Background: an optimization exercise with open tools, aiming at small area. Do not read the settings as production practice. No functional check of the RTL was part of any run shown here. Power figures rest on the tool's default switching activity, not on a simulated workload.

<file path="flow/flow/run.sh">
#!/bin/bash
# The standard layout (standard.sh) with two changes:
#  - synthesis maps the logic with an area-oriented ABC script (flow/abc_area.script:
#    map -a, no ABC buffering or resizing) and leaves adders to ABC instead of
#    extracting half/full adder cells; registers are mapped exactly as standard.sh does;
#  - the port buffers inserted at global placement are sky130_fd_sc_hd__buf_1.
# Each step's full log stays under orfs/logs; make's own output goes to *.log here.
set -euo pipefail
W=$(pwd)
rm -rf "$W/scripts"
cp -r "$FLOW_HOME/scripts" "$W/scripts"
cp "$W/flow/abc_area.script" "$W/scripts/abc_area.script"
bash standard.sh SCRIPTS_DIR="$W/scripts" ADDER_MAP_FILE= synth > make_synth.log 2>&1
bash standard.sh BUFFER_PORTS_ARGS="-buffer_cell sky130_fd_sc_hd__buf_1" finish > make_finish.log 2>&1
</file>
<file path="flow/flow/abc_area.script">
strash
dc2
dch -f
map -a
topo
stime -c
</file>
<file path="flow/standard.sh">
#!/bin/bash
# synth_recipe.tcl (not shown) runs the flow's synth.tcl, then flattens the netlist and writes it again
# the make line also repeats each setting of config.mk as NAME=value (left out here)
make -C /OpenROAD-flow-scripts/flow DESIGN_CONFIG=/design/flow/config.mk WORK_HOME=/design/flow/orfs CLKGATE_MAP_FILE= SYNTH_SCRIPT=/design/flow/synth_recipe.tcl "${@:-finish}"
</file>
<file path="flow/config.mk">
export PLATFORM = sky130hd
export DESIGN_NAME = BRAM_GPU
export DESIGN_NICKNAME = BRAM_GPU
export VERILOG_FILES = /design/flow/design.v
export SDC_FILE = /design/flow/constraint.sdc
export NUM_CORES = 4
export LEC_CHECK = 0
export ABC_AREA = 1
export CAP_MARGIN = 20
export CORE_MARGIN = 2
export CORE_UTILIZATION = 70
export SLEW_MARGIN = 20
export SYNTH_MEMORY_MAX_BITS = 131072
</file>
<file path="flow/constraint.sdc">
create_clock -name core_clock -period 10.0 [get_ports {vga_clk}]
set_input_delay 2.0000 -clock core_clock [delete_from_list [all_inputs] [get_ports {vga_clk}]]
set_output_delay 2.0000 -clock core_clock [all_outputs]
set_load 0.01 [all_outputs]
</file>
<file path="flow/design.v">
module CHAR_ROM(
    input wire [5:0] char_number,
    input wire [4:0] char_line,
    input wire [4:0] column,
    output wire pixel
);
wire [15:0] a = {char_number, char_line, column};
wire y;
wire n0, n1, n2, n3, n4, n5, n6, n7, n8, n9, n10, n11, n12, n13, n14, n15, n16, n17, n18, n19, n20, n21, n22, n23, n24, n25, n26, n27, n28, n29, n30, n31, n32, n33, n34, n35, n36, n37, n38, n39, n40, n41, n42, n43, n44, n45, n46, n47, n48, n49, n50, n51, n52, n53, n54, n55, n56, n57, n58, n59, n60, n61, n62, n63, n64, n65, n66, n67, n68, n69, n70, n71, n72, n73, n74, n75, n76, n77, n78, n79, n80, n81, n82, n83, n84, n85, n86, n87, n88, n89, n90, n91, n92, n93, n94, n95, n96, n97, n98, n99, n100, n101, n102, n103, n104, n105, n106, n107, n108, n109, n110, n111, n112, n113, n114, n115, n116, n117, n118, n119, n120, n121, n122, n123, n124, n125, n126, n127, n128, n129, n130, n131, n132, n133, n134, n135, n136, n137, n138, n139, n140, n141, n142, n143, n144, n145, n146, n147, n148, n149, n150, n151, n152, n153, n154, n155, n156, n157, n158, n159, n160, n161, n162, n163, n164, n165, n166, n167, n168, n169, n170, n171, n172, n173, n174, n175, n176, n177, n178, n179, n180, n181, n182, n183, n184, n185, n186, n187, n188, n189, n190, n191, n192, n193, n194, n195, n196, n197, n198, n199, n200, n201, n202, n203, n204, n205, n206, n207, n208, n209, n210, n211, n212, n213, n214, n215, n216, n217, n218, n219, n220, n221, n222, n223, n224, n225, n226, n227, n228, n229, n230, n231, n232, n233, n234, n235, n236, n237, n238, n239, n240, n241, n242, n243, n244, n245, n246, n247, n248, n249, n250, n251, n252, n253, n254, n255, n256, n257, n258, n259, n260, n261, n262, n263, n264, n265, n266, n267, n268, n269, n270, n271, n272, n273, n274, n275, n276, n277, n278, n279, n280, n281, n282, n283, n284, n285, n286, n287, n288, n289, n290, n291, n292, n293, n294, n295, n296, n297, n298, n299, n300, n301, n302, n303, n304, n305, n306, n307, n308, n309, n310, n311, n312, n313, n314, n315, n316, n317, n318, n319, n320, n321, n322, n323, n324, n325, n326, n327, n328, n329, n330, n331, n332, n333, n334, n335, n336, n337, n338, n339, n340, n341, n342, n343, n344, n345, n346, n347, n348, n349, n350, n351, n352, n353, n354, n355, n356, n357, n358, n359, n360, n361, n362, n363, n364, n365, n366, n367, n368, n369, n370, n371, n372, n373, n374, n375, n376, n377, n378, n379, n380, n381, n382, n383, n384, n385, n386, n387, n388, n389, n390, n391, n392, n393, n394, n395, n396, n397, n398, n399, n400, n401, n402, n403, n404, n405, n406, n407, n408, n409, n410, n411, n412, n413, n414, n415, n416, n417, n418, n419, n420, n421, n422, n423, n424, n425, n426, n427, n428, n429, n430, n431, n432, n433, n434, n435, n436, n437, n438, n439, n440, n441, n442, n443, n444, n445, n446, n447, n448, n449, n450, n451, n452, n453, n454, n455, n456, n457, n458, n459, n460, n461, n462, n463, n464, n465, n466, n467, n468, n469, n470, n471, n472, n473, n474, n475, n476, n477, n478, n479, n480, n481, n482, n483, n484, n485, n486, n487, n488, n489, n490, n491, n492, n493, n494, n495, n496, n497, n498, n499, n500, n501, n502, n503, n504, n505, n506, n507, n508, n509, n510, n511, n512, n513, n514, n515, n516, n517, n518, n519, n520, n521, n522, n523, n524, n525, n526, n527, n528, n529, n530, n531, n532, n533, n534, n535, n536, n537, n538, n539, n540, n541, n542, n543, n544, n545, n546, n547, n548, n549, n550, n551, n552, n553, n554, n555, n556, n557, n558, n559, n560, n561, n562, n563, n564, n565, n566, n567, n568, n569, n570, n571, n572, n573, n574, n575, n576, n577, n578, n579, n580, n581, n582, n583, n584, n585, n586, n587, n588, n589, n590, n591, n592, n593, n594, n595, n596, n597, n598, n599, n600, n601, n602, n603, n604, n605, n606, n607, n608, n609, n610, n611, n612, n613, n614, n615, n616, n617, n618, n619, n620, n621, n622, n623, n624, n625, n626, n627, n628, n629, n630, n631, n632, n633, n634, n635, n636, n637, n638, n639, n640, n641, n642, n643, n644, n645, n646, n647, n648, n649, n650, n651, n652, n653, n654, n655, n656, n657, n658, n659, n660, n661, n662, n663, n664, n665, n666, n667, n668, n669, n670, n671, n672, n673, n674, n675, n676, n677, n678, n679, n680, n681, n682, n683, n684, n685, n686, n687, n688, n689, n690, n691, n692, n693, n694, n695, n696, n697, n698, n699, n700, n701, n702, n703, n704, n705, n706, n707, n708, n709, n710, n711, n712, n713, n714, n715, n716, n717, n718, n719, n720, n721, n722, n723, n724, n725, n726, n727, n728, n729, n730, n731, n732, n733, n734, n735, n736, n737, n738, n739, n740, n741, n742, n743, n744, n745, n746, n747, n748, n749, n750, n751, n752, n753, n754, n755, n756, n757, n758, n759, n760, n761, n762, n763, n764, n765, n766, n767, n768, n769, n770, n771, n772, n773, n774, n775, n776, n777, n778, n779, n780, n781, n782, n783, n784, n785, n786, n787, n788, n789, n790, n791, n792, n793, n794, n795, n796, n797, n798, n799, n800, n801, n802, n803, n804, n805, n806, n807, n808, n809, n810, n811, n812, n813, n814, n815, n816, n817, n818, n819, n820, n821, n822, n823, n824, n825, n826, n827, n828, n829, n830, n831, n832, n833, n834, n835, n836, n837, n838, n839, n840, n841, n842, n843, n844, n845, n846, n847, n848, n849, n850, n851, n852, n853, n854, n855, n856, n857, n858, n859, n860, n861, n862, n863, n864, n865, n866, n867, n868, n869, n870, n871, n872, n873, n874, n875, n876, n877, n878, n879, n880, n881, n882, n883, n884, n885, n886, n887, n888, n889, n890, n891, n892, n893, n894, n895, n896, n897, n898, n899, n900, n901, n902, n903, n904, n905, n906, n907, n908, n909, n910, n911, n912, n913, n914, n915, n916, n917, n918, n919, n920, n921, n922, n923, n924, n925, n926, n927, n928, n929, n930, n931, n932, n933, n934, n935, n936, n937, n938, n939, n940, n941, n942, n943, n944, n945, n946, n947, n948, n949, n950, n951, n952, n953, n954, n955, n956, n957, n958, n959, n960, n961, n962, n963, n964, n965, n966, n967, n968, n969, n970, n971, n972, n973, n974, n975, n976, n977, n978, n979, n980, n981, n982, n983, n984, n985, n986, n987, n988, n989, n990, n991, n992, n993, n994, n995, n996, n997, n998, n999, n1000, n1001, n1002, n1003, n1004, n1005, n1006, n1007, n1008, n1009, n1010, n1011, n1012, n1013, n1014, n1015, n1016, n1017, n1018, n1019, n1020, n1021, n1022, n1023, n1024, n1025, n1026, n1027, n1028, n1029, n1030, n1031, n1032, n1033, n1034, n1035, n1036, n1037, n1038, n1039, n1040, n1041, n1042, n1043, n1044, n1045, n1046, n1047, n1048, n1049, n1050, n1051, n1052, n1053, n1054, n1055, n1056, n1057, n1058, n1059, n1060, n1061, n1062, n1063, n1064, n1065, n1066, n1067, n1068, n1069, n1070, n1071, n1072, n1073, n1074, n1075, n1076, n1077, n1078, n1079, n1080, n1081, n1082, n1083, n1084, n1085, n1086, n1087, n1088, n1089, n1090, n1091, n1092, n1093, n1094, n1095, n1096, n1097, n1098, n1099, n1100, n1101, n1102, n1103, n1104, n1105, n1106, n1107, n1108, n1109, n1110, n1111, n1112, n1113, n1114, n1115, n1116, n1117, n1118, n1119, n1120, n1121, n1122, n1123, n1124, n1125, n1126, n1127, n1128, n1129, n1130, n1131, n1132, n1133, n1134, n1135, n1136, n1137, n1138, n1139, n1140, n1141, n1142, n1143, n1144, n1145, n1146, n1147, n1148, n1149, n1150, n1151, n1152;
assign n0 = (a[6]&a[7]);
assign n1 = (~a[8]&n0);
assign n2 = (~a[6]&~a[7]);
assign n3 = (a[8]&n2);
assign n4 = (~n1&~n3);
assign n5 = (~a[1]&~a[2]);
assign n6 = (a[3]&n5);
assign n7 = (~a[3]&a[4]);
assign n8 = (a[2]&n7);
assign n9 = (~n6&~n8);
assign n10 = (~n4&~n9);
assign n11 = (a[3]&~a[4]);
assign n12 = (~n7&~n11);
assign n13 = (~a[6]&~a[8]);
assign n14 = (a[6]&a[8]);
assign n15 = (~n13&~n14);
assign n16 = (~a[7]&~a[9]);
assign n17 = (a[7]&a[9]);
assign n18 = (~n16&~n17);
assign n19 = (~n15&n18);
assign n20 = (~n12&n19);
assign n21 = (a[1]&a[2]);
assign n22 = (~a[3]&~n21);
assign n23 = (~a[4]&~n22);
assign n24 = (a[7]&~a[8]);
assign n25 = (~a[9]&n24);
assign n26 = (~a[6]&n25);
assign n27 = (a[8]&a[9]);
assign n28 = (a[6]&~a[7]);
assign n29 = (n27&n28);
assign n30 = (~n26&~n29);
assign n31 = (a[7]&a[8]);
assign n32 = (a[9]&n31);
assign n33 = (~a[7]&~a[8]);
assign n34 = (~a[9]&n33);
assign n35 = (~n32&~n34);
assign n36 = (~n21&n35);
assign n37 = (n30&~n36);
assign n38 = (n23&~n37);
assign n39 = (~n20&~n38);
assign n40 = (~a[8]&~a[9]);
assign n41 = (~n27&~n40);
assign n42 = (a[3]&~n5);
assign n43 = (n23&~n42);
assign n44 = (n19&n43);
assign n45 = (~n41&~n44);
assign n46 = (~n39&n45);
assign n47 = (a[10]&~a[11]);
assign n48 = (~a[3]&n21);
assign n49 = (~a[2]&a[3]);
assign n50 = (~n48&~n49);
assign n51 = (~a[4]&n41);
assign n52 = (~n50&n51);
assign n53 = (n47&~n52);
assign n54 = (~n46&n53);
assign n55 = (~n10&n54);
assign n56 = (n6&~n19);
assign n57 = (~n8&~n56);
assign n58 = (n35&~n57);
assign n59 = (n5&n7);
assign n60 = (a[2]&a[3]);
assign n61 = (~a[4]&n60);
assign n62 = (~n59&~n61);
assign n63 = (a[11]&n62);
assign n64 = (~a[10]&~n63);
assign n65 = (~n58&n64);
assign n66 = (~n0&~n2);
assign n67 = (n41&n66);
assign n68 = (~a[7]&a[8]);
assign n69 = (~n24&~n68);
assign n70 = (~n67&~n69);
assign n71 = (n6&n70);
assign n72 = (a[10]&a[11]);
assign n73 = (~a[1]&~n66);
assign n74 = (n8&n18);
assign n75 = (~n73&n74);
assign n76 = (n72&~n75);
assign n77 = (~n71&n76);
assign n78 = (~n65&~n77);
assign n79 = (n39&~n78);
assign n80 = (~a[10]&a[11]);
assign n81 = (~n38&n80);
assign n82 = (n6&n41);
assign n83 = (~a[7]&n27);
assign n84 = (~n25&~n83);
assign n85 = (a[4]&n22);
assign n86 = (~n84&n85);
assign n87 = (~n82&~n86);
assign n88 = (n4&~n41);
assign n89 = (n8&~n88);
assign n90 = (n87&~n89);
assign n91 = (n81&n90);
assign n92 = (a[13]&~a[14]);
assign n93 = (~n91&n92);
assign n94 = (~n79&n93);
assign n95 = (~n55&n94);
assign n96 = (n20&n68);
assign n97 = (~n48&n96);
assign n98 = (~n5&n7);
assign n99 = (n35&n98);
assign n100 = (~n96&n99);
assign n101 = (~n97&~n100);
assign n102 = (~a[2]&n11);
assign n103 = (a[6]&n27);
assign n104 = (n48&~n103);
assign n105 = (~n102&~n104);
assign n106 = (n101&n105);
assign n107 = (a[11]&n35);
assign n108 = (~a[7]&a[9]);
assign n109 = (~a[6]&a[8]);
assign n110 = (n108&~n109);
assign n111 = (a[3]&a[4]);
assign n112 = (n5&n111);
assign n113 = (~n8&~n112);
assign n114 = (n110&~n113);
assign n115 = (a[8]&~a[9]);
assign n116 = (~a[9]&n0);
assign n117 = (~n115&~n116);
assign n118 = (n2&n115);
assign n119 = (a[1]&n25);
assign n120 = (~n118&~n119);
assign n121 = (~a[1]&n28);
assign n122 = (n120&~n121);
assign n123 = (~n117&~n122);
assign n124 = (~n110&~n123);
assign n125 = (n61&~n124);
assign n126 = (~n114&~n125);
assign n127 = (~n107&n126);
assign n128 = (~n106&~n127);
assign n129 = (a[10]&~n128);
assign n130 = (~a[2]&n7);
assign n131 = (~n61&~n130);
assign n132 = (~a[1]&a[9]);
assign n133 = (~n130&n132);
assign n134 = (~n131&~n133);
assign n135 = (n27&n134);
assign n136 = (~n39&~n135);
assign n137 = (a[8]&n0);
assign n138 = (~n33&~n137);
assign n139 = (~a[9]&n13);
assign n140 = (~n32&~n139);
assign n141 = (~n9&n140);
assign n142 = (n138&n141);
assign n143 = (~a[8]&n108);
assign n144 = (n98&n143);
assign n145 = (~a[11]&~n144);
assign n146 = (~n142&n145);
assign n147 = (~n136&n146);
assign n148 = (n11&n35);
assign n149 = (~n82&n148);
assign n150 = (a[8]&n5);
assign n151 = (~n5&~n21);
assign n152 = (n30&n151);
assign n153 = (~n150&~n152);
assign n154 = (n149&n153);
assign n155 = (~a[2]&a[4]);
assign n156 = (n118&n151);
assign n157 = (~n25&~n156);
assign n158 = (n155&~n157);
assign n159 = (a[2]&~a[4]);
assign n160 = (a[1]&n159);
assign n161 = (~n120&n160);
assign n162 = (~n158&~n161);
assign n163 = (n7&~n30);
assign n164 = (n35&n130);
assign n165 = (n80&~n164);
assign n166 = (~n163&n165);
assign n167 = (n162&n166);
assign n168 = (~n154&n167);
assign n169 = (~n147&~n168);
assign n170 = (~n129&n169);
assign n171 = (~a[8]&a[9]);
assign n172 = (~n2&n171);
assign n173 = (~n1&~n68);
assign n174 = (~n172&n173);
assign n175 = (~n113&~n174);
assign n176 = (~n19&~n175);
assign n177 = (n4&~n67);
assign n178 = (~n6&~n48);
assign n179 = (~n177&~n178);
assign n180 = (a[7]&~a[9]);
assign n181 = (n14&n180);
assign n182 = (~n110&~n181);
assign n183 = (~n26&n182);
assign n184 = (n130&~n183);
assign n185 = (~n179&~n184);
assign n186 = (a[2]&~n19);
assign n187 = (~n31&n186);
assign n188 = (n149&~n187);
assign n189 = (n8&~n37);
assign n190 = (~n188&~n189);
assign n191 = (n185&n190);
assign n192 = (~n176&~n191);
assign n193 = (~a[3]&n19);
assign n194 = (n35&~n50);
assign n195 = (~a[4]&~n33);
assign n196 = (n194&n195);
assign n197 = (~n193&n196);
assign n198 = (~n192&~n197);
assign n199 = (n47&~n198);
assign n200 = (~n170&~n199);
assign n201 = (a[14]&~n200);
assign n202 = (a[13]&~n201);
assign n203 = (a[1]&n130);
assign n204 = (n108&n203);
assign n205 = (n19&n61);
assign n206 = (~a[10]&~n205);
assign n207 = (~n204&n206);
assign n208 = (~n17&n195);
assign n209 = (a[9]&n2);
assign n210 = (n0&n171);
assign n211 = (~n209&~n210);
assign n212 = (~n208&n211);
assign n213 = (~n105&~n212);
assign n214 = (a[4]&~n178);
assign n215 = (~n26&~n172);
assign n216 = (n214&~n215);
assign n217 = (~n213&~n216);
assign n218 = (n207&n217);
assign n219 = (~a[8]&n2);
assign n220 = (~n137&~n219);
assign n221 = (~n27&n220);
assign n222 = (~n191&~n221);
assign n223 = (~n8&~n102);
assign n224 = (~a[9]&n2);
assign n225 = (~n178&~n224);
assign n226 = (n223&~n225);
assign n227 = (~n41&~n108);
assign n228 = (n116&n178);
assign n229 = (n227&~n228);
assign n230 = (~n226&~n229);
assign n231 = (a[6]&~a[8]);
assign n232 = (n108&n231);
assign n233 = (n157&~n232);
assign n234 = (~n131&~n233);
assign n235 = (~n230&~n234);
assign n236 = (n11&n70);
assign n237 = (n7&n19);
assign n238 = (~n236&~n237);
assign n239 = (~n235&~n238);
assign n240 = (a[4]&~a[9]);
assign n241 = (n41&~n240);
assign n242 = (~n226&n241);
assign n243 = (a[10]&~n242);
assign n244 = (~n239&n243);
assign n245 = (~n222&n244);
assign n246 = (~n218&~n245);
assign n247 = (a[2]&~a[3]);
assign n248 = (~n43&~n247);
assign n249 = (n177&n248);
assign n250 = (~n162&n249);
assign n251 = (a[9]&~n177);
assign n252 = (~n248&n251);
assign n253 = (~n250&~n252);
assign n254 = (~n19&n253);
assign n255 = (n85&~n254);
assign n256 = (~n246&~n255);
assign n257 = (a[11]&~n256);
assign n258 = (~n0&n102);
assign n259 = (~n43&~n258);
assign n260 = (~n143&~n181);
assign n261 = (n4&n41);
assign n262 = (n11&n261);
assign n263 = (~a[1]&~n69);
assign n264 = (~n21&~n263);
assign n265 = (n262&n264);
assign n266 = (a[8]&n265);
assign n267 = (n260&~n266);
assign n268 = (~n259&~n267);
assign n269 = (n7&n35);
assign n270 = (~n21&n269);
assign n271 = (a[10]&~n270);
assign n272 = (n126&n271);
assign n273 = (~n268&n272);
assign n274 = (n180&n203);
assign n275 = (~n120&~n185);
assign n276 = (~n274&~n275);
assign n277 = (~a[2]&~n238);
assign n278 = (n276&~n277);
assign n279 = (~n67&~n263);
assign n280 = (~n113&~n279);
assign n281 = (n5&n18);
assign n282 = (n280&~n281);
assign n283 = (~n4&n48);
assign n284 = (n207&~n283);
assign n285 = (~n282&n284);
assign n286 = (n278&n285);
assign n287 = (~a[11]&~n286);
assign n288 = (~n273&n287);
assign n289 = (~a[14]&~n288);
assign n290 = (~n257&n289);
assign n291 = (~n202&~n290);
assign n292 = (~n95&~n291);
assign n293 = (n101&n253);
assign n294 = (~a[10]&~n293);
assign n295 = (~a[11]&~n294);
assign n296 = (a[9]&~n69);
assign n297 = (a[2]&~n66);
assign n298 = (n17&~n297);
assign n299 = (n48&~n298);
assign n300 = (n8&~n17);
assign n301 = (~n6&~n300);
assign n302 = (~n299&n301);
assign n303 = (a[4]&~n302);
assign n304 = (~n163&~n303);
assign n305 = (n296&~n304);
assign n306 = (n81&~n305);
assign n307 = (~a[1]&n0);
assign n308 = (n115&~n307);
assign n309 = (a[2]&n308);
assign n310 = (a[6]&~a[9]);
assign n311 = (~a[1]&a[2]);
assign n312 = (n24&n311);
assign n313 = (n310&n312);
assign n314 = (~n309&~n313);
assign n315 = (~n12&~n314);
assign n316 = (n115&n203);
assign n317 = (~n115&~n219);
assign n318 = (n2&~n132);
assign n319 = (n130&~n318);
assign n320 = (~n317&n319);
assign n321 = (~n316&~n320);
assign n322 = (a[10]&~n194);
assign n323 = (n321&n322);
assign n324 = (~n315&n323);
assign n325 = (~n306&~n324);
assign n326 = (~n295&n325);
assign n327 = (~a[13]&a[14]);
assign n328 = (n11&n21);
assign n329 = (~n59&~n328);
assign n330 = (~n4&~n329);
assign n331 = (~n84&n130);
assign n332 = (~n330&~n331);
assign n333 = (n7&n332);
assign n334 = (~a[3]&~a[4]);
assign n335 = (n21&~n30);
assign n336 = (n334&n335);
assign n337 = (~n333&~n336);
assign n338 = (a[2]&~n33);
assign n339 = (n15&n338);
assign n340 = (n37&~n339);
assign n341 = (a[1]&~n220);
assign n342 = (a[2]&n69);
assign n343 = (~n341&~n342);
assign n344 = (~n340&n343);
assign n345 = (~n337&n344);
assign n346 = (~n69&~n329);
assign n347 = (n148&~n346);
assign n348 = (n6&~n84);
assign n349 = (~n347&~n348);
assign n350 = (~n345&n349);
assign n351 = (n47&~n350);
assign n352 = (n327&~n351);
assign n353 = (~n326&n352);
assign n354 = (~a[15]&~n353);
assign n355 = (~n292&n354);
assign n356 = (a[1]&~n4);
assign n357 = (n41&~n356);
assign n358 = (~n227&~n308);
assign n359 = (~n357&n358);
assign n360 = (n75&~n359);
assign n361 = (~n192&~n359);
assign n362 = (a[4]&~n75);
assign n363 = (~n361&n362);
assign n364 = (~n360&~n363);
assign n365 = (~a[9]&~n191);
assign n366 = (~n364&n365);
assign n367 = (n11&n25);
assign n368 = (n126&n367);
assign n369 = (n15&~n35);
assign n370 = (~n108&~n369);
assign n371 = (n134&~n370);
assign n372 = (~a[10]&~n371);
assign n373 = (n276&n372);
assign n374 = (~n368&n373);
assign n375 = (~n366&n374);
assign n376 = (~n0&~n40);
assign n377 = (~n24&~n376);
assign n378 = (~n310&n377);
assign n379 = (~n223&~n378);
assign n380 = (~n18&~n69);
assign n381 = (~a[1]&a[4]);
assign n382 = (~n159&~n381);
assign n383 = (~n151&n382);
assign n384 = (n380&~n383);
assign n385 = (a[10]&~n384);
assign n386 = (~n379&n385);
assign n387 = (a[11]&~n386);
assign n388 = (~n375&n387);
assign n389 = (~a[10]&~a[11]);
assign n390 = (n31&~n178);
assign n391 = (a[3]&~n2);
assign n392 = (n16&n391);
assign n393 = (n138&~n392);
assign n394 = (~n390&n393);
assign n395 = (~n302&n394);
assign n396 = (~n5&~n115);
assign n397 = (~a[2]&n219);
assign n398 = (n396&~n397);
assign n399 = (~n21&~n398);
assign n400 = (~n18&n21);
assign n401 = (~n339&~n400);
assign n402 = (n148&n401);
assign n403 = (~n399&n402);
assign n404 = (~n121&n320);
assign n405 = (~n163&~n404);
assign n406 = (~n403&n405);
assign n407 = (~n395&n406);
assign n408 = (n389&~n407);
assign n409 = (~a[13]&~a[14]);
assign n410 = (~a[9]&~n13);
assign n411 = (n5&n410);
assign n412 = (~a[4]&~n5);
assign n413 = (~n411&~n412);
assign n414 = (a[8]&~n0);
assign n415 = (~n18&~n414);
assign n416 = (~n12&n47);
assign n417 = (~n415&n416);
assign n418 = (~n413&n417);
assign n419 = (n409&~n418);
assign n420 = (~n408&n419);
assign n421 = (~n388&n420);
assign n422 = (a[13]&a[14]);
assign n423 = (a[0]&a[1]);
assign n424 = (~n260&n423);
assign n425 = (n2&n171);
assign n426 = (a[1]&n40);
assign n427 = (~a[0]&n426);
assign n428 = (~n425&~n427);
assign n429 = (~n424&n428);
assign n430 = (a[5]&~n429);
assign n431 = (~a[1]&~a[6]);
assign n432 = (~n0&~n431);
assign n433 = (~a[5]&~a[8]);
assign n434 = (a[0]&n433);
assign n435 = (~n139&n434);
assign n436 = (n432&n435);
assign n437 = (n120&~n436);
assign n438 = (~n430&n437);
assign n439 = (n130&~n438);
assign n440 = (a[1]&~n109);
assign n441 = (n69&n440);
assign n442 = (~n423&~n441);
assign n443 = (~n14&~n442);
assign n444 = (~a[0]&n14);
assign n445 = (~n31&~n444);
assign n446 = (a[5]&~n445);
assign n447 = (a[9]&n8);
assign n448 = (~a[0]&~a[1]);
assign n449 = (~n33&n448);
assign n450 = (~n137&~n449);
assign n451 = (n447&n450);
assign n452 = (~n446&n451);
assign n453 = (a[5]&a[6]);
assign n454 = (~a[8]&~n453);
assign n455 = (a[0]&n69);
assign n456 = (~n454&n455);
assign n457 = (a[0]&~a[5]);
assign n458 = (~n14&~n219);
assign n459 = (n457&~n458);
assign n460 = (~n456&~n459);
assign n461 = (n452&n460);
assign n462 = (~n443&n461);
assign n463 = (~n0&n171);
assign n464 = (n117&~n463);
assign n465 = (n0&n433);
assign n466 = (n464&~n465);
assign n467 = (n328&~n466);
assign n468 = (~n181&~n425);
assign n469 = (n21&n334);
assign n470 = (~n468&n469);
assign n471 = (a[7]&n115);
assign n472 = (~n143&~n471);
assign n473 = (n102&~n472);
assign n474 = (~n470&~n473);
assign n475 = (~a[5]&~a[6]);
assign n476 = (a[1]&~n475);
assign n477 = (~n453&~n476);
assign n478 = (a[8]&~n477);
assign n479 = (a[1]&a[3]);
assign n480 = (~n475&~n479);
assign n481 = (n454&~n480);
assign n482 = (~n478&~n481);
assign n483 = (~n474&~n482);
assign n484 = (a[5]&n448);
assign n485 = (n14&n457);
assign n486 = (~n484&~n485);
assign n487 = (~n5&n334);
assign n488 = (n471&n487);
assign n489 = (~n486&n488);
assign n490 = (a[6]&n108);
assign n491 = (n130&n490);
assign n492 = (n433&n491);
assign n493 = (~n389&~n492);
assign n494 = (~n489&n493);
assign n495 = (~n483&n494);
assign n496 = (~n467&n495);
assign n497 = (~n462&n496);
assign n498 = (~n439&n497);
assign n499 = (~a[5]&a[7]);
assign n500 = (~a[6]&n499);
assign n501 = (a[6]&~n499);
assign n502 = (~n500&~n501);
assign n503 = (n25&n502);
assign n504 = (n27&n499);
assign n505 = (n27&n453);
assign n506 = (~n425&~n505);
assign n507 = (~n504&n506);
assign n508 = (~n503&n507);
assign n509 = (a[1]&~n508);
assign n510 = (a[2]&~n509);
assign n511 = (~n40&n500);
assign n512 = (~n232&~n511);
assign n513 = (~n31&n117);
assign n514 = (~n505&n513);
assign n515 = (n512&n514);
assign n516 = (~a[1]&~n515);
assign n517 = (~a[7]&n453);
assign n518 = (n296&~n517);
assign n519 = (~a[6]&n433);
assign n520 = (a[1]&~n519);
assign n521 = (n518&n520);
assign n522 = (~n516&~n521);
assign n523 = (~n510&~n522);
assign n524 = (a[3]&~n523);
assign n525 = (~n500&~n517);
assign n526 = (n40&n525);
assign n527 = (a[8]&n66);
assign n528 = (n317&~n527);
assign n529 = (~n526&n528);
assign n530 = (~a[1]&n529);
assign n531 = (n510&~n530);
assign n532 = (a[5]&~n180);
assign n533 = (~n27&~n66);
assign n534 = (~n532&n533);
assign n535 = (~n0&~n115);
assign n536 = (a[1]&~n535);
assign n537 = (~n534&n536);
assign n538 = (n132&n527);
assign n539 = (~a[8]&n517);
assign n540 = (~a[2]&~a[3]);
assign n541 = (~n232&n540);
assign n542 = (~n539&n541);
assign n543 = (~n538&n542);
assign n544 = (~a[1]&n34);
assign n545 = (~n519&n544);
assign n546 = (~n132&n475);
assign n547 = (~n84&n546);
assign n548 = (~n545&~n547);
assign n549 = (n543&n548);
assign n550 = (~n537&n549);
assign n551 = (a[4]&~n550);
assign n552 = (~n531&n551);
assign n553 = (~n524&n552);
assign n554 = (n510&~n516);
assign n555 = (~a[2]&~n521);
assign n556 = (n334&~n555);
assign n557 = (~n554&n556);
assign n558 = (~n259&n529);
assign n559 = (~n537&~n558);
assign n560 = (~a[6]&a[9]);
assign n561 = (~n440&~n476);
assign n562 = (n560&~n561);
assign n563 = (n102&~n562);
assign n564 = (~n559&n563);
assign n565 = (n426&n502);
assign n566 = (~n27&~n433);
assign n567 = (a[7]&n431);
assign n568 = (~n566&n567);
assign n569 = (~n490&~n568);
assign n570 = (~n545&n569);
assign n571 = (~n565&n570);
assign n572 = (~a[6]&n171);
assign n573 = (n61&~n572);
assign n574 = (~n571&n573);
assign n575 = (n389&~n574);
assign n576 = (~n564&n575);
assign n577 = (~n557&n576);
assign n578 = (~n553&n577);
assign n579 = (~n498&~n578);
assign n580 = (n422&~n579);
assign n581 = (~n3&~n411);
assign n582 = (n431&~n581);
assign n583 = (~a[2]&n356);
assign n584 = (~a[2]&n68);
assign n585 = (~n312&~n584);
assign n586 = (~n583&n585);
assign n587 = (~n582&n586);
assign n588 = (~a[4]&a[9]);
assign n589 = (~n240&~n588);
assign n590 = (a[3]&~n589);
assign n591 = (~n587&n590);
assign n592 = (a[7]&~n431);
assign n593 = (n130&n171);
assign n594 = (~n336&~n593);
assign n595 = (~n592&~n594);
assign n596 = (n172&n328);
assign n597 = (n151&~n468);
assign n598 = (a[8]&~n2);
assign n599 = (~a[9]&n598);
assign n600 = (a[2]&~n121);
assign n601 = (n599&n600);
assign n602 = (~n597&~n601);
assign n603 = (n7&~n602);
assign n604 = (~n596&~n603);
assign n605 = (~n595&n604);
assign n606 = (~n591&n605);
assign n607 = (n47&~n606);
assign n608 = (n265&~n297);
assign n609 = (n151&n163);
assign n610 = (n61&n380);
assign n611 = (n332&~n610);
assign n612 = (n98&n369);
assign n613 = (~n470&~n612);
assign n614 = (n611&n613);
assign n615 = (~n609&n614);
assign n616 = (~n608&n615);
assign n617 = (n80&~n616);
assign n618 = (~n103&~n139);
assign n619 = (~n178&n618);
assign n620 = (n12&~n619);
assign n621 = (n389&~n468);
assign n622 = (~n620&n621);
assign n623 = (~n155&~n159);
assign n624 = (~n49&~n247);
assign n625 = (n623&n624);
assign n626 = (n67&n72);
assign n627 = (~n625&n626);
assign n628 = (n327&~n627);
assign n629 = (~n622&n628);
assign n630 = (~n617&n629);
assign n631 = (~n607&n630);
assign n632 = (n4&n5);
assign n633 = (~n5&n472);
assign n634 = (~n632&~n633);
assign n635 = (~n121&~n584);
assign n636 = (n115&~n635);
assign n637 = (~n21&~n40);
assign n638 = (n24&n637);
assign n639 = (~n339&n638);
assign n640 = (~n636&~n639);
assign n641 = (~n634&n640);
assign n642 = (n389&n641);
assign n643 = (n7&~n642);
assign n644 = (~a[2]&~n4);
assign n645 = (~n357&~n644);
assign n646 = (n389&~n645);
assign n647 = (n149&~n646);
assign n648 = (~n643&~n647);
assign n649 = (a[10]&~n42);
assign n650 = (~a[11]&~n649);
assign n651 = (~n163&~n650);
assign n652 = (~n648&~n651);
assign n653 = (~n56&~n474);
assign n654 = (n177&n280);
assign n655 = (n61&~n177);
assign n656 = (~n346&~n655);
assign n657 = (~n654&n656);
assign n658 = (~n653&n657);
assign n659 = (n72&~n658);
assign n660 = (~n12&~n30);
assign n661 = (~n269&~n660);
assign n662 = (~n5&n80);
assign n663 = (~n661&n662);
assign n664 = (n92&~n663);
assign n665 = (~n659&n664);
assign n666 = (~n652&n665);
assign n667 = (a[15]&~n666);
assign n668 = (~n631&n667);
assign n669 = (~n580&n668);
assign n670 = (~n421&n669);
assign n671 = (~n355&~n670);
assign n672 = (a[12]&~n671);
assign n673 = (n21&n246);
assign n674 = (~n14&n358);
assign n675 = (n398&n674);
assign n676 = (n5&~n358);
assign n677 = (n269&~n676);
assign n678 = (~n675&n677);
assign n679 = (~n673&n678);
assign n680 = (n468&n469);
assign n681 = (a[2]&~n358);
assign n682 = (n11&~n681);
assign n683 = (~n680&~n682);
assign n684 = (~a[9]&~n33);
assign n685 = (~n60&~n684);
assign n686 = (~n192&n685);
assign n687 = (~n683&~n686);
assign n688 = (n72&~n687);
assign n689 = (~n679&n688);
assign n690 = (a[9]&~n407);
assign n691 = (~n101&~n690);
assign n692 = (~n50&n261);
assign n693 = (~a[11]&n5);
assign n694 = (n11&~n693);
assign n695 = (~n4&n694);
assign n696 = (~n692&~n695);
assign n697 = (~n328&~n696);
assign n698 = (~n69&~n359);
assign n699 = (~n697&~n698);
assign n700 = (~n105&~n699);
assign n701 = (~n68&~n210);
assign n702 = (a[1]&n231);
assign n703 = (~n16&~n702);
assign n704 = (~n62&n703);
assign n705 = (~n701&n704);
assign n706 = (n389&~n705);
assign n707 = (~n700&n706);
assign n708 = (~n691&n707);
assign n709 = (n15&n653);
assign n710 = (~n263&~n342);
assign n711 = (n262&~n710);
assign n712 = (~n102&~n203);
assign n713 = (~n69&~n712);
assign n714 = (n80&~n283);
assign n715 = (~n713&n714);
assign n716 = (~n711&n715);
assign n717 = (~n709&n716);
assign n718 = (~n345&n717);
assign n719 = (~n5&~n12);
assign n720 = (~n69&n719);
assign n721 = (n5&~n68);
assign n722 = (~n334&n721);
assign n723 = (~n720&~n722);
assign n724 = (n358&~n723);
assign n725 = (n194&~n296);
assign n726 = (n47&~n725);
assign n727 = (~n724&n726);
assign n728 = (n409&~n727);
assign n729 = (~n718&n728);
assign n730 = (~n708&n729);
assign n731 = (~n689&n730);
assign n732 = (a[5]&~a[6]);
assign n733 = (~n191&n732);
assign n734 = (n115&~n525);
assign n735 = (~n29&~n465);
assign n736 = (~n734&n735);
assign n737 = (~n733&n736);
assign n738 = (~n329&~n737);
assign n739 = (~n376&~n526);
assign n740 = (~n209&~n504);
assign n741 = (~n739&n740);
assign n742 = (n423&~n741);
assign n743 = (~n448&n475);
assign n744 = (~n453&~n743);
assign n745 = (~a[9]&~n744);
assign n746 = (~n423&~n448);
assign n747 = (~n431&~n746);
assign n748 = (n33&~n747);
assign n749 = (~n745&n748);
assign n750 = (~n742&~n749);
assign n751 = (n8&~n750);
assign n752 = (~n518&~n746);
assign n753 = (a[2]&~n448);
assign n754 = (n518&n753);
assign n755 = (a[5]&n32);
assign n756 = (~a[2]&~n423);
assign n757 = (n334&~n756);
assign n758 = (~n377&n757);
assign n759 = (~n755&n758);
assign n760 = (~n754&n759);
assign n761 = (~n752&n760);
assign n762 = (a[5]&n1);
assign n763 = (n16&~n231);
assign n764 = (~n517&n763);
assign n765 = (~n762&~n764);
assign n766 = (n151&~n765);
assign n767 = (~n210&~n219);
assign n768 = (~n766&n767);
assign n769 = (~n131&~n768);
assign n770 = (n43&~n746);
assign n771 = (a[7]&~n453);
assign n772 = (~n517&~n771);
assign n773 = (n27&~n772);
assign n774 = (n69&n310);
assign n775 = (~n773&~n774);
assign n776 = (n770&~n775);
assign n777 = (~n0&~n746);
assign n778 = (~n66&~n423);
assign n779 = (n27&n130);
assign n780 = (~n778&n779);
assign n781 = (~n777&n780);
assign n782 = (n0&n447);
assign n783 = (n72&~n782);
assign n784 = (~n781&n783);
assign n785 = (~n776&n784);
assign n786 = (~n769&n785);
assign n787 = (~n761&n786);
assign n788 = (~n751&n787);
assign n789 = (n5&~n741);
assign n790 = (n0&n41);
assign n791 = (~n746&~n790);
assign n792 = (~n789&n791);
assign n793 = (~a[2]&~n448);
assign n794 = (n0&n27);
assign n795 = (~n527&n535);
assign n796 = (~n503&n795);
assign n797 = (~n794&~n796);
assign n798 = (n793&~n797);
assign n799 = (~n463&n753);
assign n800 = (n111&~n799);
assign n801 = (~n798&n800);
assign n802 = (~n792&n801);
assign n803 = (n359&~n756);
assign n804 = (n32&n502);
assign n805 = (~n423&n463);
assign n806 = (~n219&~n805);
assign n807 = (~n804&n806);
assign n808 = (~n803&n807);
assign n809 = (~n753&~n756);
assign n810 = (a[8]&n809);
assign n811 = (~n793&~n810);
assign n812 = (~n96&n811);
assign n813 = (n11&~n812);
assign n814 = (~n808&n813);
assign n815 = (~n802&~n814);
assign n816 = (n788&n815);
assign n817 = (~n738&n816);
assign n818 = (n317&n770);
assign n819 = (~n624&~n793);
assign n820 = (~n224&n819);
assign n821 = (~n809&~n820);
assign n822 = (~a[7]&~n151);
assign n823 = (a[6]&~n41);
assign n824 = (~n822&n823);
assign n825 = (~n821&~n824);
assign n826 = (a[2]&~n701);
assign n827 = (~n118&~n826);
assign n828 = (a[3]&~n827);
assign n829 = (~a[2]&n40);
assign n830 = (n746&~n829);
assign n831 = (~n34&~n830);
assign n832 = (~a[3]&n599);
assign n833 = (~n831&~n832);
assign n834 = (~n828&n833);
assign n835 = (~n825&~n834);
assign n836 = (a[4]&~n835);
assign n837 = (~n818&~n836);
assign n838 = (n310&~n819);
assign n839 = (n560&n819);
assign n840 = (~n35&~n839);
assign n841 = (~n838&n840);
assign n842 = (~n837&~n841);
assign n843 = (~a[9]&~n753);
assign n844 = (n598&~n843);
assign n845 = (a[0]&n21);
assign n846 = (~n40&~n845);
assign n847 = (~n756&n846);
assign n848 = (~n844&n847);
assign n849 = (n472&~n572);
assign n850 = (n793&~n849);
assign n851 = (a[6]&n753);
assign n852 = (~n84&n851);
assign n853 = (~n850&~n852);
assign n854 = (~n848&n853);
assign n855 = (n334&~n854);
assign n856 = (n7&~n753);
assign n857 = (~n393&n756);
assign n858 = (n18&n231);
assign n859 = (~n845&n858);
assign n860 = (n11&~n859);
assign n861 = (~n857&n860);
assign n862 = (~n856&~n861);
assign n863 = (n317&~n862);
assign n864 = (n80&~n863);
assign n865 = (~n855&n864);
assign n866 = (~n842&n865);
assign n867 = (n456&~n525);
assign n868 = (n4&~n867);
assign n869 = (n18&~n21);
assign n870 = (~n400&~n869);
assign n871 = (~n868&~n870);
assign n872 = (n448&~n512);
assign n873 = (~n5&~n872);
assign n874 = (~n871&n873);
assign n875 = (n148&~n874);
assign n876 = (~n632&~n869);
assign n877 = (~a[3]&~n876);
assign n878 = (a[4]&~n877);
assign n879 = (n261&~n391);
assign n880 = (a[5]&~n21);
assign n881 = (~a[6]&n471);
assign n882 = (n880&n881);
assign n883 = (n181&~n880);
assign n884 = (~n5&~n883);
assign n885 = (~n882&n884);
assign n886 = (~n879&n885);
assign n887 = (~a[8]&n21);
assign n888 = (n178&~n887);
assign n889 = (~n232&~n734);
assign n890 = (~n888&n889);
assign n891 = (~n886&~n890);
assign n892 = (n878&n891);
assign n893 = (a[5]&n69);
assign n894 = (~n499&~n893);
assign n895 = (n67&n487);
assign n896 = (~n894&n895);
assign n897 = (n47&~n896);
assign n898 = (~n892&n897);
assign n899 = (~n875&n898);
assign n900 = (n7&~n472);
assign n901 = (n185&n900);
assign n902 = (~n259&n369);
assign n903 = (n203&n261);
assign n904 = (n389&~n903);
assign n905 = (~n902&n904);
assign n906 = (~n901&n905);
assign n907 = (~n20&n329);
assign n908 = (n41&~n907);
assign n909 = (a[4]&~n19);
assign n910 = (n908&n909);
assign n911 = (n11&~n69);
assign n912 = (~n335&n911);
assign n913 = (n641&n912);
assign n914 = (~n910&~n913);
assign n915 = (n906&n914);
assign n916 = (n422&~n915);
assign n917 = (~n899&n916);
assign n918 = (~n866&n917);
assign n919 = (~n817&n918);
assign n920 = (~a[10]&~n336);
assign n921 = (~n908&~n920);
assign n922 = (a[2]&~n4);
assign n923 = (n30&~n922);
assign n924 = (~a[1]&~n923);
assign n925 = (n19&~n623);
assign n926 = (n12&n41);
assign n927 = (~n925&n926);
assign n928 = (~n924&~n927);
assign n929 = (~n130&~n928);
assign n930 = (n66&n383);
assign n931 = (~n41&n382);
assign n932 = (n107&~n931);
assign n933 = (~n930&n932);
assign n934 = (~n583&n933);
assign n935 = (~n929&n934);
assign n936 = (~n921&n935);
assign n937 = (n47&n164);
assign n938 = (n41&n389);
assign n939 = (~n62&n938);
assign n940 = (~n937&~n939);
assign n941 = (~n19&~n940);
assign n942 = (n23&~n30);
assign n943 = (n112&~n468);
assign n944 = (~n346&~n943);
assign n945 = (~n942&n944);
assign n946 = (~n901&n945);
assign n947 = (n47&~n946);
assign n948 = (~n941&~n947);
assign n949 = (~n936&n948);
assign n950 = (n327&~n949);
assign n951 = (a[8]&n154);
assign n952 = (~n143&~n180);
assign n953 = (~n951&n952);
assign n954 = (~n21&n231);
assign n955 = (n11&~n954);
assign n956 = (~n953&n955);
assign n957 = (n182&~n911);
assign n958 = (n6&~n957);
assign n959 = (~n7&~n179);
assign n960 = (~n108&n174);
assign n961 = (n151&~n458);
assign n962 = (~n6&~n961);
assign n963 = (~n960&n962);
assign n964 = (~n959&n963);
assign n965 = (~n958&~n964);
assign n966 = (~a[9]&~n5);
assign n967 = (n0&n21);
assign n968 = (~n966&~n967);
assign n969 = (a[4]&~n968);
assign n970 = (~n965&~n969);
assign n971 = (n80&~n970);
assign n972 = (~n956&n971);
assign n973 = (~n3&~n115);
assign n974 = (~n210&n973);
assign n975 = (n43&~n974);
assign n976 = (~n1&~n171);
assign n977 = (~n118&n976);
assign n978 = (n214&~n977);
assign n979 = (~n12&~n66);
assign n980 = (~n131&n151);
assign n981 = (~n979&~n980);
assign n982 = (~n978&n981);
assign n983 = (~n975&n982);
assign n984 = (~n378&~n983);
assign n985 = (n389&~n984);
assign n986 = (a[2]&n33);
assign n987 = (n703&~n986);
assign n988 = (n150&n560);
assign n989 = (a[6]&~n637);
assign n990 = (~n988&~n989);
assign n991 = (n987&n990);
assign n992 = (~n298&n991);
assign n993 = (n347&~n992);
assign n994 = (~n380&n973);
assign n995 = (~n283&n994);
assign n996 = (a[2]&~n592);
assign n997 = (~n396&~n996);
assign n998 = (n7&~n997);
assign n999 = (~n995&n998);
assign n1000 = (n47&~n404);
assign n1001 = (~n999&n1000);
assign n1002 = (~n993&n1001);
assign n1003 = (n72&~n163);
assign n1004 = (~n265&n1003);
assign n1005 = (n611&n1004);
assign n1006 = (n92&~n1005);
assign n1007 = (~n1002&n1006);
assign n1008 = (~n985&n1007);
assign n1009 = (~n972&n1008);
assign n1010 = (~n950&~n1009);
assign n1011 = (~n919&n1010);
assign n1012 = (~n731&n1011);
assign n1013 = (a[15]&~n1012);
assign n1014 = (~a[3]&~n364);
assign n1015 = (~n425&~n684);
assign n1016 = (~n154&n1015);
assign n1017 = (n11&~n186);
assign n1018 = (~n1016&n1017);
assign n1019 = (~n178&~n588);
assign n1020 = (~n464&n1019);
assign n1021 = (n80&~n1020);
assign n1022 = (~n1018&n1021);
assign n1023 = (~n1014&n1022);
assign n1024 = (a[6]&~n901);
assign n1025 = (~a[6]&n145);
assign n1026 = (~n660&n1025);
assign n1027 = (~n1024&~n1026);
assign n1028 = (a[9]&n329);
assign n1029 = (a[4]&n115);
assign n1030 = (~n440&n1029);
assign n1031 = (n69&~n1030);
assign n1032 = (~a[9]&n50);
assign n1033 = (~n1031&~n1032);
assign n1034 = (~n1028&n1033);
assign n1035 = (n66&n593);
assign n1036 = (n706&~n1035);
assign n1037 = (~n1034&n1036);
assign n1038 = (~n1027&n1037);
assign n1039 = (n47&n191);
assign n1040 = (n72&n235);
assign n1041 = (~a[14]&~n1040);
assign n1042 = (~n1039&n1041);
assign n1043 = (~n1038&n1042);
assign n1044 = (~n1023&n1043);
assign n1045 = (n7&n27);
assign n1046 = (~n57&n684);
assign n1047 = (n39&~n1046);
assign n1048 = (~n1045&~n1047);
assign n1049 = (n80&~n1048);
assign n1050 = (n22&n24);
assign n1051 = (~n31&n479);
assign n1052 = (~n13&~n60);
assign n1053 = (~n1051&n1052);
assign n1054 = (~n599&n1053);
assign n1055 = (~n377&n1054);
assign n1056 = (~n1050&~n1055);
assign n1057 = (~a[11]&~n297);
assign n1058 = (a[4]&~n1057);
assign n1059 = (n87&~n1058);
assign n1060 = (~n33&~n310);
assign n1061 = (~a[1]&~n1060);
assign n1062 = (~n14&~n115);
assign n1063 = (~n1061&n1062);
assign n1064 = (a[11]&n540);
assign n1065 = (~n1063&n1064);
assign n1066 = (~n1059&~n1065);
assign n1067 = (~n1056&n1066);
assign n1068 = (~n14&~n84);
assign n1069 = (~a[11]&n83);
assign n1070 = (a[11]&n1);
assign n1071 = (~n1069&~n1070);
assign n1072 = (~n1068&n1071);
assign n1073 = (n61&~n1072);
assign n1074 = (a[10]&~n1073);
assign n1075 = (~n697&n1074);
assign n1076 = (~n1067&n1075);
assign n1077 = (~n321&~n432);
assign n1078 = (n11&n308);
assign n1079 = (~n356&n1078);
assign n1080 = (n8&n572);
assign n1081 = (~n144&n389);
assign n1082 = (~n1080&n1081);
assign n1083 = (~n194&n1082);
assign n1084 = (~n1079&n1083);
assign n1085 = (~n1077&n1084);
assign n1086 = (a[14]&~n1085);
assign n1087 = (~n1076&n1086);
assign n1088 = (~n1049&n1087);
assign n1089 = (a[13]&~n1088);
assign n1090 = (~n1044&n1089);
assign n1091 = (n21&n108);
assign n1092 = (~n407&n1091);
assign n1093 = (~n2&n703);
assign n1094 = (n513&n1093);
assign n1095 = (n149&n1094);
assign n1096 = (~n113&~n701);
assign n1097 = (n8&n180);
assign n1098 = (~n491&~n1097);
assign n1099 = (~n440&~n1098);
assign n1100 = (~n1096&~n1099);
assign n1101 = (~n1095&n1100);
assign n1102 = (n278&n1101);
assign n1103 = (~n1092&n1102);
assign n1104 = (n72&~n1103);
assign n1105 = (n60&~n441);
assign n1106 = (~n1094&n1105);
assign n1107 = (~n341&~n458);
assign n1108 = (a[1]&n16);
assign n1109 = (~a[6]&n180);
assign n1110 = (n540&~n1109);
assign n1111 = (~n1108&n1110);
assign n1112 = (~n1107&n1111);
assign n1113 = (n35&n47);
assign n1114 = (~n620&n1113);
assign n1115 = (~n1112&n1114);
assign n1116 = (~n1106&n1115);
assign n1117 = (n23&n527);
assign n1118 = (~n40&n61);
assign n1119 = (n329&~n1118);
assign n1120 = (~n1117&n1119);
assign n1121 = (~n96&n1120);
assign n1122 = (n35&n80);
assign n1123 = (~n1121&n1122);
assign n1124 = (n409&~n1123);
assign n1125 = (~n1116&n1124);
assign n1126 = (~n1104&n1125);
assign n1127 = (~n48&n660);
assign n1128 = (n35&~n62);
assign n1129 = (a[11]&~n1128);
assign n1130 = (~n1127&n1129);
assign n1131 = (~a[9]&n71);
assign n1132 = (~a[10]&~n1131);
assign n1133 = (~n360&n1132);
assign n1134 = (~n1130&~n1133);
assign n1135 = (~a[11]&~n1045);
assign n1136 = (~n39&n1135);
assign n1137 = (~n1134&~n1136);
assign n1138 = (~n175&~n491);
assign n1139 = (n54&n1138);
assign n1140 = (~n1137&~n1139);
assign n1141 = (n35&n62);
assign n1142 = (n468&~n1141);
assign n1143 = (n12&~n48);
assign n1144 = (n80&~n1143);
assign n1145 = (~n1142&n1144);
assign n1146 = (n327&~n1145);
assign n1147 = (~n1140&n1146);
assign n1148 = (~a[15]&~n1147);
assign n1149 = (~n1126&n1148);
assign n1150 = (~n1090&n1149);
assign n1151 = (~n1013&~n1150);
assign n1152 = (~a[12]&~n1151);
assign y = ~((~n672&~n1152));
assign pixel = y;
endmodule
module BRAM_GPU(
        input wire vga_clk,
        input wire rst,
        output wire [3:0] r,
        output wire [3:0] g,
        output wire [3:0] b,
        output wire hs,
        output wire vs,
        output wire [11:0] bram_addr_blk,
        input wire [15:0] bram_rdata_blk,
        output wire [12:0] bram_addr_txtr,
        input wire [11:0] bram_rdata_txtr
);
reg [10:0] hc;       
reg [9:0] vc;        
reg first;           
reg [11:0] npix;     
reg [11:0] rgb;
wire h_last = hc[10] & hc[8] & hc[6];                   
wire h_pre  = hc[10] & hc[8] & (&hc[5:0]);              
wire v_last = vc[9] & vc[8] & vc[5] & vc[2] & vc[0];     
wire [10:0] hc_nxt = h_last ? 11'd0 : hc + 11'd1;
wire [9:0]  vc_nxt = h_pre ? (v_last ? 10'd0 : vc + 10'd1) : vc;
always @(posedge vga_clk)
    if (rst) begin
        hc <= 11'd1344;
        vc <= 10'd0;
    end else begin
        hc <= hc_nxt;
        vc <= vc_nxt;
    end
always @(posedge vga_clk)
    first <= rst;
assign bram_addr_blk = {vc_nxt[9:5] + {4'd0, hc_nxt[10]}, hc_nxt[9:5], 2'b00};
assign bram_addr_txtr = {bram_rdata_blk[14:12], vc[4:0], hc[4:0]};
wire h0 = ~|hc;
wire vtop = vc[9] & vc[8] & ~|vc[7:4];                  
assign hs = hc[10] & ~hc[9] & ~hc[8] & (hc[7:0] >= 8'd27) & (hc[7:0] < 8'd163);
wire vs_prev = (~|hc[10:2] & ~(hc[1] & hc[0])) | h_last;   
assign vs = vtop & (vs_prev ? (vc[3:0] >= 4'd4 && vc[3:0] <= 4'd9)
                            : (vc[3:0] >= 4'd3 && vc[3:0] <= 4'd8));
wire v768 = vtop & ~|vc[3:0];
wire vblank = vc[9] & vc[8] & ~(h0 ? v768 : v_last);
wire blank = ((hc[10] | vblank) & ~first) | rst;
wire border = (h0 || (~hc[10] & &hc[9:0]) || ~|vc || vc == 10'd767) & ~first;
wire glyph;
CHAR_ROM character_rom(
    .char_number(bram_rdata_blk[5:0]),
    .char_line(vc[4:0]),
    .column(hc[4:0]),
    .pixel(glyph)
);
wire inv = bram_rdata_blk[15];
wire m_glyph = glyph & ~blank;
wire m_tex = ~glyph & ~border & ~blank;
wire m_border = ~glyph & border & ~blank;
wire tp = m_tex & ~inv;           
wire tn = m_tex & inv;            
wire [2:0] fc = {3{m_glyph}} & bram_rdata_blk[10:8];
wire [2:0] on  = fc | {1'b0, m_border, 1'b0};
wire [2:0] p1 = on | {3{tp}};
wire [2:0] p0 = on | {3{tn}};
genvar i;
generate for (i = 0; i < 12; i = i + 1) begin : px
    always @(posedge vga_clk)
        npix[i] <= ~(bram_rdata_txtr[i] ? p1[i/4] : p0[i/4]);
end endgenerate
always @(posedge vga_clk)
    rgb <= ~(npix | {12{rst}});
assign {r, g, b} = rgb;
endmodule
</file>
==> impl_metrics.yaml, run 1 <==
cts:
  htree_levels: 2
  cts_sinks: 46
  cts_resized: 0
  hold_buffers: 0
  post-cts-setup-buffers: 0
  clock-root-buffer: "clkbuf_8"
  clk_path_buf_depth: 2
  numCtsBuffers: 5
synth:
  yosysTopAreaCell: "nor2_1"
  synth_cells: 1032
  async_flop_share: 0
  synth_area_leaders: "nor2_1 (18%), dfxtp_1 (16%), clkinv_1 (10%)"
  synth_area_um2: 5657
  synth-seq-cells: 46
  synth_edf_count: 0
  yosysWarningCount: 1
  ys.flop_type: "dfxtp_1"
  ys_seq_area_frac: 0.1628
  synth_cell_types: 41
  syn_avg_cell_area_um2: 5.481
  synth_top_area_frac: 0.1818
floorplan:
  rows: 32
  die_y_um: 93.90
  start_util: 0.7283
  ios: 69
  fp.dieW_um: 93.90
place:
  numPortBuffers: 57
  postPlaceCellArea_um2: 5964
  place.gp.congestion: 1.560
  dpl.hpwl_um: 21330
  place_inst: 1187
status:
  stop_error: "[ERROR GRT-0116] Global routing finished with congestion. Check the congestion regions in the DRC Viewer."
  lastStage: "5_1_grt"
  status: "did not finish"
grt:
  grtUsageTotal: 0.7393
  grt_pass1_wl_um: 49350
  grt_start_max_net_pins: 24
  grt_pass1_vias: 9085
  grt_overflow_total: 7
## cells in the mapped netlist (2+ instances only)
cell type / instances
o32ai_1: 2
buf_4: 20
o211ai_1: 16
a211oi_1: 11
o221ai_1: 11
a32o_1: 3
nand4_1: 14
a31oi_1: 12
a31o_2: 2
nor3_1: 46
o31ai_1: 6
nand2_1: 115
a41oi_1: 2
a32oi_1: 3
o311ai_0: 4
a21oi_1: 94
o21ai_0: 79
nand3_1: 45
a2111oi_0: 3
o2111ai_1: 17
a221oi_1: 7
a311oi_1: 3
dfxtp_1: 46
clkinv_1: 152
a22oi_1: 8
nor2_1: 274
a21boi_0: 2
nor4_1: 9
o22ai_1: 14
## worst min path at each step
stage | startpoint | to | slack, ns | cells after the start
global placement | npix[2] | rgb[2] | 0.36 | 1
floorplan | npix[0] | rgb[0] | 0.36 | 1
detailed placement | npix[11] | rgb[11] | 0.37 | 1
CTS | npix[11] | rgb[11] | 0.38 | 1
## routing by layer
metal	GRT overflow	GRT usage
met5	0	0.3654
met4	2	0.6280
met3	2	0.6477
met2	3	0.8714
met1	0	0.7603
## power groups by stage
stage	Combinational (W)	Sequential (W)	Clock (W)
floorplan	0.0000795	0.000206	0
global placement	0.000120	0.000204	0
detailed placement	0.000121	0.000204	0
CTS	0.000123	0.000200	0.000141
## metrics by stage
step	worst slack, ns	hold WS (ns)	utilization
after floorplan	3.300	0.3627	-
after detailed placement	2.884	0.3657	0.7679
after global placement	3.089	0.3631	0.7679
after CTS	2.494	0.3776	0.7824
## logic make-up after synthesis
family                 after synthesis  share of synthesized area
AO/OA/AOI/OAI                      305                     0.3380
buffers and inverters              172                     0.1274
other                                1                  0.0006629
XOR/XNOR                             2                   0.003097
AND/OR/NAND/NOR                    506                     0.3681
flip-flops                          46                     0.1628
==> inputs of run 2 (changes only) <==
--- a/flow/config.mk
+++ b/flow/config.mk
@@ -8,6 +8,6 @@
 export ABC_AREA = 1
 export CAP_MARGIN = 20
 export CORE_MARGIN = 2
-export CORE_UTILIZATION = 70
+export CORE_UTILIZATION = 40
 export SLEW_MARGIN = 20
 export SYNTH_MEMORY_MAX_BITS = 131072
==> run 2 against run 1 <==
Net effect:
- synthesized cell count unchanged
- area after synthesis unchanged
- the run now finishes clean
==> impl_metrics.yaml, run 2 <==
cts:
  htree_levels: 2
  post-cts-setup-buffers: 0
  clock-root-buffer: "clkbuf_16"
  numCtsBuffers: 5
  clk_path_buf_depth: 2
  clk_pin_slew_ns: 0.06
  cts_tree: "done"
  cts_sinks: 46
  clk_latency_ns: 0.29
  hold_buffers: 0
  cts_resized: 0
final_layout:
  drive_gt1_frac: 0.03891
  final_common_cell: "nor2_1"
  reg.largest.list: "npix: 12 flops, rgb: 12 flops, hc: 11 flops"
  layout.core_utilization: 0.4586
  design_area_um2: 6341
  areaGrowthSynthToFinish_pct: 12.10
  mostFrequentLayoutCells: "nor2_1 (274), clkinv_1 (152), nand2_1 (115)"
  finalNetCount: 1134
  fill_cells: 1533
  final_cells: 1289
worst_setup_path:
  r2r_start: "vc[1]"
  cp_max_fo: 13
  crit_path_end_kind: "output port"
  cp.arrival_ns: 5.25
  reg2reg_depth: 21
  critical_path_class: "flop to output port"
  r2r_end: "npix[4]"
  critPathRequiredTime_ns: 8.00
  cp-start-kind: "flop"
  rrSetupSlack_ns: 2.80
sta:
  finalCritPeriodShare: 0.7254
  hold_viol: 0
  fmax_mhz: 137.9
  drv_slew: 0
  worst_pin_slew_ns: 1.113
  finalSetupTns_ns: 0
  finClkSkew_ns: 0.003053
  slew_headroom: 0.2582
  post-route-min-period_ns: 7.254
  setup_viol: 0
  rsz0062_at_grt: "false"
synth:
  yosysWarningCount: 1
  synth_edf_count: 0
  synth_area_um2: 5657
  ys.flop_type: "dfxtp_1"
  synth_area_leaders: "nor2_1 (18%), dfxtp_1 (16%), clkinv_1 (10%)"
  synth_cell_types: 41
  synth_top_area_frac: 0.1818
  synth_cells: 1032
  yosysTopAreaCell: "nor2_1"
  syn_avg_cell_area_um2: 5.481
  synth.most_common_cell: "nor2_1"
  async_flop_share: 0
  synth-seq-cells: 46
  synth_commonest_cells: "nor2_1 (274), clkinv_1 (152), nand2_1 (115)"
  ys_seq_area_frac: 0.1628
place:
  postPlaceCellArea_um2: 6145
  place.gp.congestion: 1.260
  place_inst: 1276
  dpl.hpwl_um: 27810
  numPortBuffers: 57
floorplan:
  die_y_um: 122.9
  fp.dieW_um: 122.9
  rows: 43
  ios: 69
  fp.dieArea_um2: 15110
  start_util: 0.4091
  core_area_um2: 13830
drt:
  vias_per_cell: 7.310
  drt_iter0_markers: 2657
  route.detailed.drc: 0
  routed_wl_um: 39990
  antenna_left: 0
  dr_total_vias: 9423
  drt_first_pass_iters: 17
  wire_per_inst_um: 31.02
power_and_ir_drop:
  clkPwrFrac: 0.351
  pwr-share-comb: 0.271
  irDropWorstVdd_mv: 0.1325
  finalPower_w: 0.0005304
  swShare: 0.3398
  pwr-share-seq: 0.377
  p_sw_w: 0.0001803
  power.density_nw_per_um2: 83.65
  power.internal_w: 0.0003502
  power.leakage_nw: 2.145
grt:
  grt_start_max_net_pins: 25
  grtUsageTotal: 0.5467
  grt_pass1_vias: 8720
  antenna_found_initial: 8
  grt_overflow_total: 0
  grt_pass1_wl_um: 58640
run:
  max_cap_violations: 0
min_path:
  min_from: "npix[1]"
  min_path_cells: 1
  holdPathEnd: "rgb[1]"
  hold_class: "flop to flop"
status:
  status: "timing/DRC/antenna clean"
## run 2: cell counts after synthesis
No cell type changed its count.
## run 2: layout make-up
cell class | instances | area (um2) | area share
multi-input cells | 815 | 4031 | 0.6358
flip-flops and latches | 46 | 920.9 | 0.1452
inverters | 152 | 570.5 | 0.08998
repair buffers | 84 | 416.7 | 0.06571
well taps | 180 | 225.2 | 0.03552
clock buffers | 6 | 128.9 | 0.02032
clock inverters | 2 | 37.54 | 0.005919
diodes | 4 | 10.01 | 0.001579
## run 2: layer usage
| layer | up-vias | routed length (um) | global-route usage |
|---|---|---|---|
| met5 | - | 89 | 0.1250 |
| met4 | 4 | 4853 | 0.4540 |
| met3 | 451 | 7747 | 0.4174 |
| met2 | 1088 | 14390 | 0.6927 |
| met1 | 4110 | 12910 | 0.5772 |
| li1 | 3770 | - | - |
## run 2: how the worst max path moves through the flow
stage / from / end / slack [ns] / cells after the start
floorplan: hc[1] / bram_addr_blk[11] / 3.30 / 26
global placement: hc[3] / bram_addr_blk[11] / 3.29 / 26
detailed placement: hc[3] / bram_addr_blk[11] / 3.30 / 26
CTS: hc[3] / bram_addr_blk[11] / 2.96 / 26
global route: hc[3] / bram_addr_blk[11] / 2.32 / 22
finish: hc[3] / bram_addr_blk[11] / 2.75 / 22
## run 2: kinds of logic (layout without fill, tap and decap cells)
group                     count (synthesis)  count (layout)  share of synthesized area
and+or+nand+nor                         506             506                     0.3681
AOI/OAI and AO/OA                       305             305                     0.3380
buffers and inverters                   172             244                     0.1274
DFF                                      46              46                     0.1628
xor gates and xnor gates                  2               2                   0.003097
other                                     1               6                  0.0006629
## run 2: power groups by stage
stage               clock [W]  combinational [W]  sequential (W)
finish               0.000186           0.000144        0.000200
floorplan                   0          0.0000795        0.000206
detailed placement          0           0.000131        0.000204
CTS                  0.000189           0.000132        0.000200
global route         0.000194           0.000150        0.000201
global placement            0           0.000133        0.000204
## run 2: critical path: stages (launching register included)
cell and delay (ns):
dfxtp_1 0.30, buf_4 0.22, clkinv_1 0.47, nor2_1 0.50, clkinv_1 0.28, nor2_1 0.27, clkinv_1 0.13, nor2_1 0.15
clkinv_1 0.12, nor2_1 0.27, clkinv_1 0.27, nor2_1 0.25, clkinv_1 0.13, nor3_1 0.22, nor2_1 0.07, nor3_1 0.24
clkinv_1 0.13, nor2_1 0.25, nand2_1 0.14, nor3_1 0.20, a21oi_1 0.06, a21oi_1 0.12, buf_1 0.16
## run 2: metrics by stage
stage | hold WS (ns) | worst slack [ns]
2_1_floorplan | 0.3627 | 3.300
3_3_place_gp | 0.3643 | 3.289
3_5_place_dp | 0.3653 | 3.298
4_1_cts | 0.3734 | 2.961
5_1_grt | 0.3854 | 2.315
6_report | 0.3734 | 2.746

re-timing with driven ports:
The flow's constraints put no driver on any port. The routed layout listed below was extracted and timed again, unchanged, in two steps. Step 1, drivers: a clkbuf_16 drives vga_clk and a buf_2 each remaining input, both assumed. Step 2 moves the port delays by t, midway between the first and last clock arrival at a register: inputs arrive t later, outputs are due t later. That takes back most of the time a late clock gives input paths. Three values: no drivers, after step 1, after step 2; two values: the first two.
run: run 2
t (ns): 0.319
slack for setup (ns): 2.746 / 2.715 / 2.799
worst data-port slew with drivers (ns): 0.06
After both steps setup and hold are still met in run 2. The setup slack of run 2 moves by -0.031 ns with the drivers and by +0.053 ns with both steps.
